This is an optimization exercise on Yosys and OpenROAD, whose aim is small area, a short achievable clock period and few clock cycles, not a production implementation. The RTL was checked by simulation tests, not by an equivalence proof against the original design. Power figures rest on the tool's default switching activity, not on a simulated workload.

Design VCU, start of the top module:
module VCU#(
    parameter NoOfElem = 4,
    parameter wordSize = 32,
    parameter memDepthC = 32,
    localparam memDepth = memDepthC - 2,
    localparam insSpace = 8  
)
(
    input clk,
    input RESET,
    input memWRTDone,
    input [wordSize - 1:0] BRAMdataIn,  
    output logic [wordSize-1: 0] BRAMDataOut,  
    output logic [memDepth-1+2:0]BRAMaddrByte,
    output logic [3:0]BRAMWREN,
    output logic BRAMENMEM,
    output logic done
);
clock: 10.0 ns
lec_check: 0
cap_margin: 20
core_margin: 2
core_utilization: 40
place_density: 0.6
slew_margin: 20
standard.sh (not shown) runs the stock make flow with config.mk's settings and CLKGATE_MAP_FILE= SYNTH_SCRIPT=/design/flow/synth_recipe.tcl, a recipe that flattens the netlist after the stock synthesis.
==> flow/flow/run.sh <==
#!/bin/bash
set -euo pipefail
bash standard.sh SETUP_SLACK_MARGIN=6.5 \
  "CTS_ARGS=-sink_clustering_enable -repair_clock_nets -dont_use_dummy_load -sink_clustering_size 30 -sink_clustering_max_diameter 80" \
  finish > standard_flow.log 2>&1
The first run passed the timing, design-rule and antenna checks.
Testbench counts at the start, summed over its fixed seeds: cycles 42,677.
Rerun with:
--- a/flow/design.v
+++ b/flow/design.v
@@ -66,16 +66,17 @@
     logic        we;         
     logic        rf_valid;   
     logic [3:0]  wcnt;       
     logic [2:0]  ldp;        
     logic        p_last, p_stall, p_fetch, p_nload, p_rda, p_rdr, p_wr, p_jmpf;
     logic        p_mulwr, p_selB, p_digm, p_diga, p_ldrd, p_term, p_rfv;
     logic [5:0]  p_off;
     logic        s1_acc;     
+    logic        sx_x, sx_inv;   
     logic [31:0] inreg;      
     logic [31:0] dout;       
     logic [15:0] d_one, d_two, d_neg;    
     logic [5:0][31:0] r1;    
     logic [31:0] r2s, r2c;   
     logic [31:0] accA, accB;
     logic [15:0][31:0] rf;   
     assign BRAMaddrByte = {addr, 2'b00};
@@ -253,27 +254,29 @@
     PE pe (.one(d_one), .two(d_two), .neg(d_neg), .a(rf[0]), .acc(acc_in), .rows(r1_d));
     wire [6:0] v_n = cnt_n - 7'd4;
     wire [31:0] a0 = (r1[0]) ^ (r1[1]) ^ (r1[2]); 
     wire [31:0] a1 = (((r1[0]) & (r1[1])) | ((r1[0]) & (r1[2])) | ((r1[1]) & (r1[2]))) << 1;
     wire [31:0] a2 = (r1[3]) ^ (r1[4]) ^ (r1[5]); 
     wire [31:0] a3 = (((r1[3]) & (r1[4])) | ((r1[3]) & (r1[5])) | ((r1[4]) & (r1[5]))) << 1;
     wire [31:0] b0 = (a0) ^ (a1) ^ (a2); 
     wire [31:0] b1 = (((a0) & (a1)) | ((a0) & (a2)) | ((a1) & (a2))) << 1;
-    wire [31:0] c0s = (b0) ^ (b1) ^ (a3); 
-    wire [31:0] c1s = (((b0) & (b1)) | ((b0) & (a3)) | ((b1) & (a3))) << 1;
-    wire [31:0] xin = {32{k[K_AS]}} & (BRAMdataIn ^ {32{op[0]}});
-    wire [31:0] d0m = (c0s & c1s) | (c0s & xin) | (c1s & xin);
-    wire [31:0] r2s_d = c0s ^ c1s ^ xin;
-    wire [31:0] r2c_d = {d0m[30:0], k[K_AS] && op[0]};
-    wire [31:0] s3out = r2s + r2c;
+    wire [31:0] r2s_d = (b0) ^ (b1) ^ (a3); 
+    wire [31:0] r2c_d = (((b0) & (b1)) | ((b0) & (a3)) | ((b1) & (a3))) << 1;
+    wire [31:0] xin = {32{sx_x}} & (inreg ^ {32{sx_inv}});
+    wire [31:0] d0s = r2s ^ r2c ^ xin;
+    wire [31:0] d0m = (r2s & r2c) | (r2s & xin) | (r2c & xin);
+    wire [31:0] d0c = {d0m[30:0], sx_x && sx_inv};
+    wire [31:0] s3out = d0s + d0c;
     always_ff @(posedge clk) begin
         inreg <= BRAMdataIn;
         r1 <= r1_d;
         s1_acc <= n_mul && (v_n[3:2] != 2'd0);
+        sx_x <= k[K_AS];
+        sx_inv <= op[0];
         r2s <= r2s_d;
         r2c <= r2c_d;
         accA <= s3out;
         accB <= accA;
         for (int i = 0; i < 15; i = i + 1)
             rf[i] <= rf[i + 1];
         rf[15] <= ldp[2] ? inreg : rf[0];
     end
After rerunning: Combinational power came out lower by 17%; setup slack degrades by 0.46 ns; final area rises by 2.6%; non-clock buffer count goes up by 51; count of clock-buffer cells in the layout goes down by 2; worst hold slack is better by 0.027 ns; routed wire length rises by 3.5%; register-to-register slack got worse by 0.46 ns; total power fell by about 6.4%; core utilization went up by 0.89 points; via count rises by 2.7%; clock skew rises by 0.0090 ns; global-route usage grows by 0.35 points; area after synthesis came out higher by about 1.2%.
Testbench counts after the change, summed over its fixed seeds: cycles 42,677.


VCU, a different RTL version from the one above (not shown whole).
Size: about 3700 cells after synthesis, ~1100 flip-flops, ~110 I/O pins, roughly 43000 µm² of cells after synthesis.
export LEC_CHECK = 0
export CAP_MARGIN = 20
export CORE_MARGIN = 2
export CORE_UTILIZATION = 40
export PLACE_DENSITY = 0.6
export SLEW_MARGIN = 20
create_clock -name core_clock -period 10.0 [get_ports {clk}]
==> flow/flow/run.sh <==
#!/bin/bash
set -euo pipefail
bash standard.sh SETUP_SLACK_MARGIN=6.5 finish > standard_flow.log 2>&1
Testbench counts at the start, summed over its fixed seeds: cycles 43,236.
Next try:
--- a/flow/design.v
+++ b/flow/design.v
@@ -64,20 +64,21 @@
     logic [29:0] pc;
     logic [29:0] addr;       
     logic        we;         
     logic        rf_valid;   
     logic [3:0]  wcnt;       
     logic [2:0]  ldp;        
     logic        p_last, p_stall, p_fetch, p_nload, p_rda, p_rdr, p_wr, p_jmpf;
     logic        p_mulwr, p_selB, p_digm, p_diga, p_ldrd, p_term, p_rfv;
     logic [5:0]  p_off;
     logic        sa_acc;     
+    logic        sx_x, sx_inv;   
     logic [31:0] inreg;      
     logic [31:0] dout;       
     logic [15:0] d_one, d_two, d_neg;    
     logic [5:0][31:0] r1;    
     logic [31:0] r2s, r2c;   
     logic [31:0] accA, accB, accC;
     logic [15:0][31:0] rf;   
     assign BRAMaddrByte = {addr, 2'b00};
     assign BRAMWREN = {4{we}};
     assign BRAMENMEM = 1'b1;
@@ -113,21 +114,21 @@
         end
     end
     wire [3:0] wcnt_n = p_last ? 4'd0 : (wcnt + {3'd0, p_mulwr});
     wire [3:0] ph_n = ph + 4'd1;
     wire n_nop = ~|k_n;
     wire n_mul = k_n[K_MUL], n_as = k_n[K_AS], n_ldrf = k_n[K_LDRF];
     wire n_ldrow = k_n[K_LDROW], n_jmp = k_n[K_JMP], n_term = k_n[K_TERM];
     wire c0 = (cnt_n == 7'd0);
     wire stall_n = run_n && c0 && ((n_mul && ph_n[1:0] != 2'd0) ||
                                    (n_as && (ph_n[1:0] != 2'd3 || ldp[0])));
-    wire last_n = run_n && ((n_ldrf && cnt_n == 7'd17) || (n_ldrow && cnt_n == 7'd4) ||
+    wire last_n = run_n && ((n_ldrf && cnt_n == 7'd16) || (n_ldrow && cnt_n == 7'd4) ||
                             (n_mul && cnt_n == 7'd70) || (n_as && cnt_n == 7'd35) ||
                             ((n_nop || n_jmp) && cnt_n == 7'd3));
     wire fetch_n = run_n && !stall_n &&
                    ((c0 && (n_nop || n_jmp || n_ldrf || n_ldrow)) ||
                     (cnt_n == 7'd1 && n_mul) || (cnt_n == 7'd16 && n_as));
     wire nload_n = run_n && (((n_ldrf || n_ldrow) && cnt_n == 7'd3) ||
                              (n_mul && cnt_n == 7'd4) || (n_as && cnt_n == 7'd19));
     wire ldrf_rd_n = run_n && n_ldrf && cnt_n >= 7'd1 && cnt_n <= 7'd16;
     wire ldrow_rd_n = run_n && n_ldrow && cnt_n >= 7'd1 && cnt_n <= 7'd4;
     wire mul_rd_n = run_n && n_mul && !stall_n && cnt_n[1:0] == 2'd0 && cnt_n <= 7'd60;
@@ -255,29 +256,31 @@
     wire [31:0] a0 = (r1[0]) ^ (r1[1]) ^ (r1[2]); 
     wire [31:0] a1 = (((r1[0]) & (r1[1])) | ((r1[0]) & (r1[2])) | ((r1[1]) & (r1[2]))) << 1;
     wire [31:0] a2 = (r1[3]) ^ (r1[4]) ^ (r1[5]); 
     wire [31:0] a3 = (((r1[3]) & (r1[4])) | ((r1[3]) & (r1[5])) | ((r1[4]) & (r1[5]))) << 1;
     wire [31:0] b0 = (a0) ^ (a1) ^ (a2); 
     wire [31:0] b1 = (((a0) & (a1)) | ((a0) & (a2)) | ((a1) & (a2))) << 1;
     wire [31:0] c0s = (b0) ^ (b1) ^ (a3); 
     wire [31:0] c1s = (((b0) & (b1)) | ((b0) & (a3)) | ((b1) & (a3))) << 1;
     wire [31:0] r2s_d = (c0s) ^ (c1s) ^ (acc_in); 
     wire [31:0] r2c_d = (((c0s) & (c1s)) | ((c0s) & (acc_in)) | ((c1s) & (acc_in))) << 1;
-    wire [31:0] xin = {32{k[K_AS]}} & (inreg ^ {32{op[0]}});
+    wire [31:0] xin = {32{sx_x}} & (inreg ^ {32{sx_inv}});
     wire [31:0] d0s = r2s ^ r2c ^ xin;
     wire [31:0] d0m = (r2s & r2c) | (r2s & xin) | (r2c & xin);
-    wire [31:0] d0c = {d0m[30:0], k[K_AS] && op[0]};
+    wire [31:0] d0c = {d0m[30:0], sx_x && sx_inv};
     wire [31:0] s3out = d0s + d0c;
     always_ff @(posedge clk) begin
         inreg <= BRAMdataIn;
         r1 <= r1_d;
         sa_acc <= k[K_MUL] && (v[3:2] != 2'd0);
+        sx_x <= k[K_AS];
+        sx_inv <= op[0];
         r2s <= r2s_d;
         r2c <= r2c_d;
         accA <= s3out;
         accB <= accA;
         accC <= accB;
         for (int i = 0; i < 15; i = i + 1)
             rf[i] <= rf[i + 1];
         rf[15] <= ldp[2] ? inreg : rf[0];
     end
 endmodule
Outcome: Hold slack is worse by 8.4 ps; sequential power shrinks by about 0.7%; total power shrinks by 1.6%; register-to-register slack is better by 140 ps; core utilization shrinks by 0.25 points; final area shrinks by 0.66%; synthesized cell count shrinks by 0.98%; non-clock buffer count shrinks by 21; worst setup slack is better by 140 ps; clock-buffer cell count shrinks by 4; die area hardly moves.
Testbench counts after the change, summed over its fixed seeds: cycles 42,677.

-- re-timing with driven ports --
The results above use ideal ports. As a check the final layouts listed here were re-extracted and re-timed, cells and wires unchanged. Step 1 sets driving cells, clkbuf_16 on the clock port and buf_2 on the other inputs (assumed; they add their load-dependent delay and slew). Step 2 adds t to the input delays and takes it off the output delays; t is the mean of the earliest and latest rising clock arrival at the registers after step 1. Input paths then give back, and output paths get back, about the clock's delay inside the block. Slacks: ideal ports / drivers / drivers and shift; pairs: ideal ports / drivers.
run	t (ns)	slack for setup (ns)	worst setup path at the end
the first run of note 1	0.708	6.563 / 6.510 / 6.264	input to register
the second run of note 1	0.703	6.102 / 6.102 / 6.102	register to register
the first run of note 2	0.752	6.309 / 6.309 / 6.309	register to register
the second run of note 2	0.743	6.450 / 6.450 / 6.450	register to register
After both steps setup and hold are still met in every run listed. The setup slack of the first run of note 1, which loses most, moves by -0.053 ns with the drivers and by -0.299 ns with both steps.
